What follows belongs to an exercise in optimizing a design on an open flow for small area, a short achievable clock period and few clock cycles per item; a production flow would make more cautious choices. Only simulation tests tie the RTL to the original design; equivalence was not proved. Power figures rest on the tool's default switching activity, not on a simulated workload.

### design.v
module switch
#(
    parameter ROUTER_WIDTH = 2,
    parameter AURORA_WIDTH = 256
)(
    input clk,
    input rst_n,
    input [ROUTER_WIDTH - 1:0] src_router,
    input empty_input_port_0,
    input [AURORA_WIDTH - 1:0] data_in_port_0,
    output reg rd_input_port_0,
    input empty_ack_fifo,
    input [AURORA_WIDTH - 1:0] ack_data,
    output reg rd_ack_fifo,
    input empty_input_port_1,
    input [AURORA_WIDTH - 1:0] data_in_port_1,
    output reg rd_input_port_1,
    input empty_input_port_2,
    input [AURORA_WIDTH - 1:0] data_in_port_2,
    output reg rd_input_port_2,
    output reg we_output_port_0,
    output reg [AURORA_WIDTH - 1:0] data_out_port_0,
    output reg we_output_port_1,
    output reg [AURORA_WIDTH - 1:0] data_out_port_1,
    output reg we_output_port_2,
    output reg [AURORA_WIDTH - 1:0] data_out_port_2,
    input [ROUTER_WIDTH - 1:0] next_router,
    output reg [ROUTER_WIDTH - 1:0] pkt_dst_router
);
reg [3:0] current_state;
reg [3:0] next_state;
localparam IDLE = 4'b0000;
localparam READ_ACK_FIFO = 4'b0001;
localparam READ_ACK_FIFO_DELAY = 4'b0010;
localparam READ_FIFO_IN0 = 4'b0011;
localparam READ_FIFO_IN0_DELAY = 4'b0100;
localparam READ_FIFO_IN1 = 4'b0101;
localparam READ_FIFO_IN1_DELAY = 4'b0110;
localparam READ_FIFO_IN2 = 4'b0111;
localparam READ_FIFO_IN2_DELAY = 4'b1000;
localparam PROCESS = 4'b1001;
localparam ROUTER0 = 2'b00;
localparam ROUTER1 = 2'b01;
localparam ROUTER2 = 2'b10;
localparam ROUTER3 = 2'b11;
always @(posedge clk or negedge rst_n) begin
    if(!rst_n) begin
        current_state <= IDLE;
    end
    else begin
        current_state <= next_state;
    end
end
always @(*) begin
    case(current_state)
        IDLE: begin
            if(!empty_input_port_2) begin
                next_state = READ_FIFO_IN2;
            end
            else if(!empty_input_port_1) begin
                next_state = READ_FIFO_IN1;
            end
            else if(!empty_ack_fifo) begin
                next_state = READ_ACK_FIFO;
            end
            else if(!empty_input_port_0) begin
                next_state = READ_FIFO_IN0;
            end
            else begin
                next_state = IDLE;
            end
        end
        READ_FIFO_IN2: begin
            next_state = READ_FIFO_IN2_DELAY;
        end
        READ_FIFO_IN2_DELAY: begin
            next_state = PROCESS;
        end
        READ_FIFO_IN1: begin
            next_state = READ_FIFO_IN1_DELAY;
        end
        READ_FIFO_IN1_DELAY: begin
            next_state = PROCESS;
        end
        READ_ACK_FIFO: begin
            next_state = READ_ACK_FIFO_DELAY;
        end
        READ_ACK_FIFO_DELAY: begin
            next_state = PROCESS;
        end
        READ_FIFO_IN0: begin
            next_state = READ_FIFO_IN0_DELAY;
        end
        READ_FIFO_IN0_DELAY: begin
            next_state = PROCESS;
        end
        PROCESS: begin
            next_state = IDLE;
        end
        default: next_state = IDLE;
    endcase
end
always @(posedge clk or negedge rst_n) begin
    if(!rst_n) begin
        rd_ack_fifo <= 0;
        rd_input_port_0 <= 0;
        rd_input_port_1 <= 0;
        rd_input_port_2 <= 0;
    end
    else begin
        case (current_state)
            IDLE: begin
                if(!empty_input_port_2) begin
                    rd_ack_fifo <= 0;
                    rd_input_port_0 <= 0;
                    rd_input_port_1 <= 0;
                    rd_input_port_2 <= 1;
                end
                else if(!empty_input_port_1) begin
                    rd_ack_fifo <= 0;
                    rd_input_port_0 <= 0;
                    rd_input_port_1 <= 1;
                    rd_input_port_2 <= 0;
                end
                else if(!empty_ack_fifo) begin
                    rd_ack_fifo <= 1;
                    rd_input_port_0 <= 0;
                    rd_input_port_1 <= 0;
                    rd_input_port_2 <= 0;
                end
                else if(!empty_input_port_0) begin
                    rd_ack_fifo <= 0;
                    rd_input_port_0 <= 1;
                    rd_input_port_1 <= 0;
                    rd_input_port_2 <= 0;
                end
                else begin
                    rd_ack_fifo <= 0;
                    rd_input_port_0 <= 0;
                    rd_input_port_1 <= 0;
                    rd_input_port_2 <= 0;
                end
            end
            default: begin
                rd_ack_fifo <= 0;
                rd_input_port_0 <= 0;
                rd_input_port_1 <= 0;
                rd_input_port_2 <= 0;
            end
        endcase
    end
end
reg [AURORA_WIDTH - 1:0] fifo_data_reg;
always @(posedge clk or negedge rst_n) begin
    if (!rst_n) begin
        fifo_data_reg <= 0;
    end
    else begin
        case(current_state)
            READ_FIFO_IN2_DELAY: begin
                fifo_data_reg <= data_in_port_2;
            end
            READ_FIFO_IN1_DELAY: begin
                fifo_data_reg <= data_in_port_1;
            end
            READ_ACK_FIFO_DELAY: begin
                fifo_data_reg <= ack_data;
            end
            READ_FIFO_IN0_DELAY: begin
                fifo_data_reg <= data_in_port_0;
            end
            default: fifo_data_reg <= 0;
        endcase
    end
end
always @(*) begin
    pkt_dst_router = fifo_data_reg[3:2];
end
always @(posedge clk or negedge rst_n) begin
    if(!rst_n) begin
        we_output_port_0 <= 0;
        data_out_port_0 <= 0;
        we_output_port_1 <= 0;
        data_out_port_1 <= 0;
        we_output_port_2 <= 0;
        data_out_port_2 <= 0;
    end
    else begin
        case (current_state)
            PROCESS: begin
                if(next_router == src_router + 2'd1) begin
                    we_output_port_0 <= 0;
                    data_out_port_0 <= 0;
                    we_output_port_1 <= 0;
                    data_out_port_1 <= 0;
                    we_output_port_2 <= 1;
                    data_out_port_2 <= fifo_data_reg;
                end
                else if(next_router == src_router - 2'd1) begin
                    we_output_port_0 <= 0;
                    data_out_port_0 <= 0;
                    we_output_port_1 <= 1;
                    data_out_port_1 <= fifo_data_reg;
                    we_output_port_2 <= 0;
                    data_out_port_2 <= 0;
                end
                else if(next_router == src_router) begin
                    we_output_port_0 <= 1;
                    data_out_port_0 <= fifo_data_reg;
                    we_output_port_1 <= 0;
                    data_out_port_1 <= 0;
                    we_output_port_2 <= 0;
                    data_out_port_2 <= 0;
                end
                else begin
                    we_output_port_0 <= 0;
                    data_out_port_0 <= 0;
                    we_output_port_1 <= 0;
                    data_out_port_1 <= 0;
                    we_output_port_2 <= 0;
                    data_out_port_2 <= 0;
                end
            end
            default: begin
                we_output_port_0 <= 0;
                data_out_port_0 <= 0;
                we_output_port_1 <= 0;
                data_out_port_1 <= 0;
                we_output_port_2 <= 0;
                data_out_port_2 <= 0;
            end
        endcase
    end
end
endmodule
module routing_table
#(
    parameter ROUTER_WIDTH = 2
)(
    input [ROUTER_WIDTH - 1:0] src_router,
    input [ROUTER_WIDTH - 1:0] pkt_dst_router,
    output reg [ROUTER_WIDTH - 1:0] next_router
);
localparam ROUTER0 = 2'b00;
localparam ROUTER1 = 2'b01;
localparam ROUTER2 = 2'b10;
localparam ROUTER3 = 2'b11;
always @(*) begin
    case (src_router)
        ROUTER0: begin
            if (pkt_dst_router == ROUTER1) begin
                next_router = ROUTER1; 
            end
            else if (pkt_dst_router == ROUTER2) begin
                next_router = ROUTER1; 
            end
            else if (pkt_dst_router == ROUTER3) begin
                next_router = ROUTER3; 
            end
            else begin
                next_router = ROUTER0; 
            end
        end
        ROUTER1: begin
            if (pkt_dst_router == ROUTER0) begin
                next_router = ROUTER0; 
            end
            else if (pkt_dst_router == ROUTER2) begin
                next_router = ROUTER2;
            end
            else if (pkt_dst_router == ROUTER3) begin
                next_router = ROUTER2;
            end
            else begin
                next_router = ROUTER1;
            end
        end
        ROUTER2: begin
            if (pkt_dst_router == ROUTER0) begin
                next_router = ROUTER3;
            end
            else if (pkt_dst_router == ROUTER1) begin
                next_router = ROUTER1;
            end
            else if (pkt_dst_router == ROUTER3) begin
                next_router = ROUTER3;
            end
            else begin
                next_router = ROUTER2;
            end
        end
        ROUTER3: begin
            if (pkt_dst_router == ROUTER0) begin
                next_router = ROUTER0;
            end
            else if (pkt_dst_router == ROUTER1) begin
                next_router = ROUTER0;
            end
            else if (pkt_dst_router == ROUTER2) begin
                next_router = ROUTER2;
            end
            else begin
                next_router = ROUTER3;
            end
        end
        default: begin
            next_router = src_router;  
        end
    endcase
end
endmodule
module router_switch
#(
    parameter ROUTER_WIDTH = 2,
    parameter AURORA_WIDTH = 256
)(
    input clk,
    input rst_n,
    input [ROUTER_WIDTH - 1:0] src_router,
    input empty_input_port_0,
    input [AURORA_WIDTH - 1:0] data_in_port_0,
    output rd_input_port_0,
    input empty_ack_fifo,
    input [AURORA_WIDTH - 1:0] ack_data,
    output rd_ack_fifo,
    input empty_input_port_1,
    input [AURORA_WIDTH - 1:0] data_in_port_1,
    output rd_input_port_1,
    input empty_input_port_2,
    input [AURORA_WIDTH - 1:0] data_in_port_2,
    output rd_input_port_2,
    output we_output_port_0,
    output [AURORA_WIDTH - 1:0] data_out_port_0,
    output we_output_port_1,
    output [AURORA_WIDTH - 1:0] data_out_port_1,
    output we_output_port_2,
    output [AURORA_WIDTH - 1:0] data_out_port_2
);
wire [ROUTER_WIDTH - 1:0] pkt_dst_router;
wire [ROUTER_WIDTH - 1:0] next_router;
switch #(
    .ROUTER_WIDTH(ROUTER_WIDTH),
    .AURORA_WIDTH(AURORA_WIDTH)
) switch_i (
    .clk(clk),
    .rst_n(rst_n),
    .src_router(src_router),
    .empty_input_port_0(empty_input_port_0),
    .data_in_port_0(data_in_port_0),
    .rd_input_port_0(rd_input_port_0),
    .empty_ack_fifo(empty_ack_fifo),
    .ack_data(ack_data),
    .rd_ack_fifo(rd_ack_fifo),
    .empty_input_port_1(empty_input_port_1),
    .data_in_port_1(data_in_port_1),
    .rd_input_port_1(rd_input_port_1),
    .empty_input_port_2(empty_input_port_2),
    .data_in_port_2(data_in_port_2),
    .rd_input_port_2(rd_input_port_2),
    .we_output_port_0(we_output_port_0),
    .data_out_port_0(data_out_port_0),
    .we_output_port_1(we_output_port_1),
    .data_out_port_1(data_out_port_1),
    .we_output_port_2(we_output_port_2),
    .data_out_port_2(data_out_port_2),
    .next_router(next_router),
    .pkt_dst_router(pkt_dst_router)
);
routing_table #(
    .ROUTER_WIDTH(ROUTER_WIDTH)
) routing_table_i (
    .src_router(src_router),
    .pkt_dst_router(pkt_dst_router),
    .next_router(next_router)
);
endmodule
### config.mk
export PLATFORM = sky130hd
export DESIGN_NAME = router_switch
export DESIGN_NICKNAME = router_switch
export VERILOG_FILES = /design/flow/design.v
export SDC_FILE = /design/flow/constraint.sdc
export NUM_CORES = 8
export LEC_CHECK = 0
export CAP_MARGIN = 20
export CORE_AREA = 5 5 645 645
export DIE_AREA = 0 0 650 650
export SLEW_MARGIN = 20
### constraint.sdc
create_clock -name core_clock -period 5.0 [get_ports {clk}]
set_input_delay 1.0000 -clock core_clock [delete_from_list [all_inputs] [get_ports {clk}]]
set_output_delay 1.0000 -clock core_clock [all_outputs]
set_load 0.01 [all_outputs]
### run.sh
#!/bin/bash
# synth_recipe.tcl (not shown) runs the flow's synth.tcl, then flattens the netlist and writes it again
# the make line also repeats each setting of config.mk as NAME=value (left out here)
make -C /OpenROAD-flow-scripts/flow DESIGN_CONFIG=/design/flow/config.mk WORK_HOME=/design/flow/orfs CLKGATE_MAP_FILE= SYNTH_SCRIPT=/design/flow/synth_recipe.tcl finish
==> results.txt <==
Global routing:
- The global routing usage on met2 is 0.254.
- The global routing met3 resource utilization is 0.0392.
- The overall fraction of global-route tracks in use is 0.149.
- The busiest layer in global routing is met2.
- The via count of the first global-routing pass is 38,248.
- For met1 alone, demand over resource in global routing was 0.181.
- The first global-routing pass estimated 418,000 um of wire.
- The pin count of the biggest net entering global routing is 113.
- The initial antenna violation count is 121.
- The total congestion overflow after global routing is 0.

Place:
- During placement, the flow inserted port buffers numbering 1,806.
- Once placement finished, the instance area stood at 68,000 um2.
- The worst-case setup slack after placement is 0.209 ns.
- The final HPWL from detailed placement is 270,000 um.
- At the end of routability-driven placement, the weighted congestion stood at 0.921.

Synthesis:
- The top flip-flop cell by instance count after synthesis is sky130_fd_sc_hd__dfrtp_1.
- The share of synthesized flip-flops with an asynchronous set or reset is 1.00.
- Each instance of the synthesized netlist takes up on average 13.0 um2.
- Counting flops with a built-in enable in the synthesized netlist gives 0.
- The top cell type's share of synthesized area is 0.605.
- The register area share after synthesis is 0.605.
- The count of cell types in the netlist is 42.
- The synthesized area is 42,800 um2.
- The number of nets handed over by synthesis was 4,324.
- Synthesis produced a netlist whose cell count is 3,288.
- sky130_fd_sc_hd__dfrtp_1 takes more of the synthesized area than any other cell.
- By area the synthesized netlist is led by sky130_fd_sc_hd__dfrtp_1, sky130_fd_sc_hd__o211a_1, sky130_fd_sc_hd__a221o_1, sky130_fd_sc_hd__mux2i_1, sky130_fd_sc_hd__nor4b_1.
- The number of storage elements in the synthesis netlist is 1,035.
- The count of warnings emitted by yosys is 2.

Setup path:
- The required time of the critical path is 5.64 ns.
- The data arrival time at the worst-slack endpoint is 4.67 ns.
- In this run the critical register-to-register path is captured at switch_i.data_out_port_0[253].
- The minimum setup slack among reg-to-reg paths is 1.46 ns.
- The launch point of the worst path is src_router[0].
- The highest fanout seen on the critical path is 47.
- Counting cells, the worst reg-to-reg path comes to 5.
- The critical path class is in2reg.
- The element type at the critical path end is a flip-flop.
- In this run the critical register-to-register path is launched from switch_i.current_state[1].
- The element type at the critical path start is an input pin.

Clock tree:
- The CTS tree is done.
- TritonCTS created 139 clock buffers.
- The clock passes through at most 4 buffers.
- The number of gates resized after cts is 0.
- CTS built an H-tree with a depth of 4.
- For this design, the sink count on the clock tree is 1,035.
- For the worst-skew pair, the clock arrives at the later sink with an insertion delay of 0.84 ns.
- The root buffer cell chosen for the clock tree is sky130_fd_sc_hd__clkbuf_16.
- Post-CTS timing repair inserted 0 buffers for setup.
- The register clock-pin slew on the reported worst setup and hold paths is 0.06 ns.
- In this run, post-CTS hold repair placed 0 buffers.

Route:
- The wire length per cell is 31.2 um.
- The count of unresolved DRC violations after routing is 0.
- The total length of routed wires is 331,000 um.
- For this run, the detailed router's first-pass iteration total came to 7.
- Once detail routing completed, the nets flagged for antenna violations numbered 0.
- The per-cell via count in the routed design is 3.55.
- The detailed router finished its first iteration with 3,499 violations.
- The detailed router placed 37,572 vias in this run.

Finish:
- The number of nets in the layout is 6,026.
- The utilization after layout is 0.177.
- The final instance area is 72,600 um2.
- The layout overhead on the synthesized area is 69.7%.
- The share of layout cells above drive strength 1 is 0.0857.

Power:
- Across the VDD grid, the largest voltage drop is 0.000333 V.
- In this run the static leakage power is 34.2 nW.
- The power density over cell area is 420 nW/um2.

Timing:
- The post-layout worst setup margin is 0.965 ns.
- The clock skew is 0.0766 ns.
- Dividing the final minimum period by the clock period gives 0.807.
- The measured slew at the worst slew-check pin is 1.20 ns.
- Setup violations remaining at the end of the flow were counted as 0.
- The highest achievable clock rate is 0.248 GHz.
- On the final layout, the worst hold slack is 0.177 ns.
- The worst relative slew slack is 0.177.
- Setup repair after global routing left no endpoint under its margin.
- The hold violation count in the final report is 0.
- In the final timing run, aggregate negative setup slack is 0 ns.
- The clock period could shrink to 4.03 ns.
- The max-slew violation count is 0.

Floorplanning:
- For this configuration, the core starts out at a cell density of 0.105.
- The placement row count is 235.
- The core box area is 409,000 um2.
- For this design the top-level I/O count stands at 1,807.
- The floorplan step defined a die boundary enclosing 423,000 um2.
- In this run the vertical extent of the chip is 650 um.
- The die boundary width is 650 um.

Run status:
- The flow ran to the end and the layout has no timing, DRC or antenna violations.

Run:
- Across the run, the number of max-cap violations was 0.

Min path:
- The path class of the tightest hold or removal check is in2async.
Yosys cell counts (12+ instances only):
master                     number
sky130_fd_sc_hd__mux2i_1      256
sky130_fd_sc_hd__nand2_1       56
sky130_fd_sc_hd__buf_1         47
sky130_fd_sc_hd__nor4_1        53
sky130_fd_sc_hd__o211a_1      412
sky130_fd_sc_hd__and2_1       205
sky130_fd_sc_hd__a211oi_2      24
sky130_fd_sc_hd__clkbuf_1     195
sky130_fd_sc_hd__a221o_1      256
sky130_fd_sc_hd__nor4b_1      196
sky130_fd_sc_hd__dfrtp_1     1035
sky130_fd_sc_hd__buf_2        152
sky130_fd_sc_hd__a211oi_1      79
sky130_fd_sc_hd__nor4b_2       12
sky130_fd_sc_hd__nor2_1       263
metal layers:
metal  vias to the layer above  share of wire
met4                        12          0.040
met5                         -        0.00022
met2                      1908           0.48
li1                      15753              -
met3                       435          0.073
met1                     19464           0.40
stage by stage:
stage | power [mW] | std cells
final | 30.5 | 10580
after global routing | 31.9 | 10552
after CTS | 31.2 | 10539
after detailed placement | 20.7 | 10300
after global placement | 20.7 | 10299
after floorplan | 14.7 | 3288
report_power, final:
| group | switching, mW | leakage, nW | total, mW | internal, mW |
|---|---|---|---|---|
| sequential | 0.872 | 14.3 | 10.3 | 9.46 |
| clock | 4.31 | 2.24 | 10.2 | 5.86 |
| combinational | 6.59 | 17.7 | 9.97 | 3.38 |
worst max-delay path, stage by stage:
cell and delay [ns]:
sky130_fd_sc_hd__clkdlybuf4s50_1 0.95, sky130_fd_sc_hd__inv_1 0.17, sky130_fd_sc_hd__ha_1 0.30, sky130_fd_sc_hd__or4_1 0.56, sky130_fd_sc_hd__o211ai_1 0.22, sky130_fd_sc_hd__xnor2_4 0.30
sky130_fd_sc_hd__buf_12 0.26, sky130_fd_sc_hd__buf_12 0.18, sky130_fd_sc_hd__nor4b_1 0.63
logic make-up after synthesis:
| logic type | count (synthesis) | synth area share |
|---|---|---|
| XOR/XNOR | 1 | 0.000205 |
| AND/OR/NAND/NOR | 805 | 0.113 |
| adder cells (fa/ha/maj) | 4 | 0.00117 |
| buffers and inverters | 404 | 0.0408 |
| multiplexers | 256 | 0.0599 |
| AO/OA/AOI/OAI | 783 | 0.179 |
| flip-flops | 1035 | 0.605 |
how the worst max path moves through the flow:
stage	end	slack, ns	cells after the start
after floorplan	switch_i.data_out_port_0[100]	2.09	8
after global placement	switch_i.data_out_port_0[192]	0.10	9
after CTS	switch_i.data_out_port_0[174]	1.11	9
after global routing	switch_i.data_out_port_0[192]	1.00	9
final	switch_i.data_out_port_0[192]	0.97	9
after detailed placement	switch_i.data_out_port_0[174]	0.21	9
cells in the final DEF (no fill, tap or decap), types with 21 or more instances in the layout:
master / n
sky130_fd_sc_hd__clkdlybuf4s50_1: 1803
sky130_fd_sc_hd__dfrtp_1: 1033
sky130_fd_sc_hd__o211a_1: 412
sky130_fd_sc_hd__nor2_1: 262
sky130_fd_sc_hd__mux2i_1: 256
sky130_fd_sc_hd__a221o_1: 256
sky130_fd_sc_hd__and2_1: 205
sky130_fd_sc_hd__nor4b_1: 194
sky130_fd_sc_hd__clkbuf_16: 140
sky130_fd_sc_hd__buf_4: 100
sky130_fd_sc_hd__a211oi_1: 79
sky130_fd_sc_hd__buf_12: 55
sky130_fd_sc_hd__nor4_1: 53
sky130_fd_sc_hd__nand2_1: 52
sky130_fd_sc_hd__diode_2: 41
sky130_fd_sc_hd__a211oi_2: 24
sky130_fd_sc_hd__clkbuf_8: 23
sky130_fd_sc_hd__clkinv_2: 21
layout make-up:
class	instances	area (um2)
diodes	41	103
clock buffers	178	3880
clock inverters	61	652
fillers	44929	336000
inverters	4	15.0
multi-input cells	1849	15200
flip-flops and latches	1035	25900
well taps	5451	6820
repair buffers	1961	20000
Testbench counts, summed over its fixed seeds: cycles 7,680, items 1,920.

afterwards: timing with drivers on the ports:
In the flow no input, the clock included, has a driving cell. The finished layout below was timed again as built, in two steps.
Step 1 assumes that a clkbuf_16 drives the clock port and a buf_2 every other input.
Step 2 also shifts input and output timing later by t, the mid clock arrival at the registers, as if the neighbouring blocks saw the same clock.
Slacks: ideal / step 1 / step 2; pairs: ideal / step 1.
shift t [ns]: 0.885
setup slack, ns: 0.965 / 1.022 / 0.138
clock arrival spread, ns: 0.077 / 0.077
worst data-port slew with drivers (ns): 0.40
cell pins on the clock port's net: 1
After both steps this run still meets setup and hold. For this run, drivers alone change the setup slack by +0.057 ns; drivers and shift together by -0.827 ns.
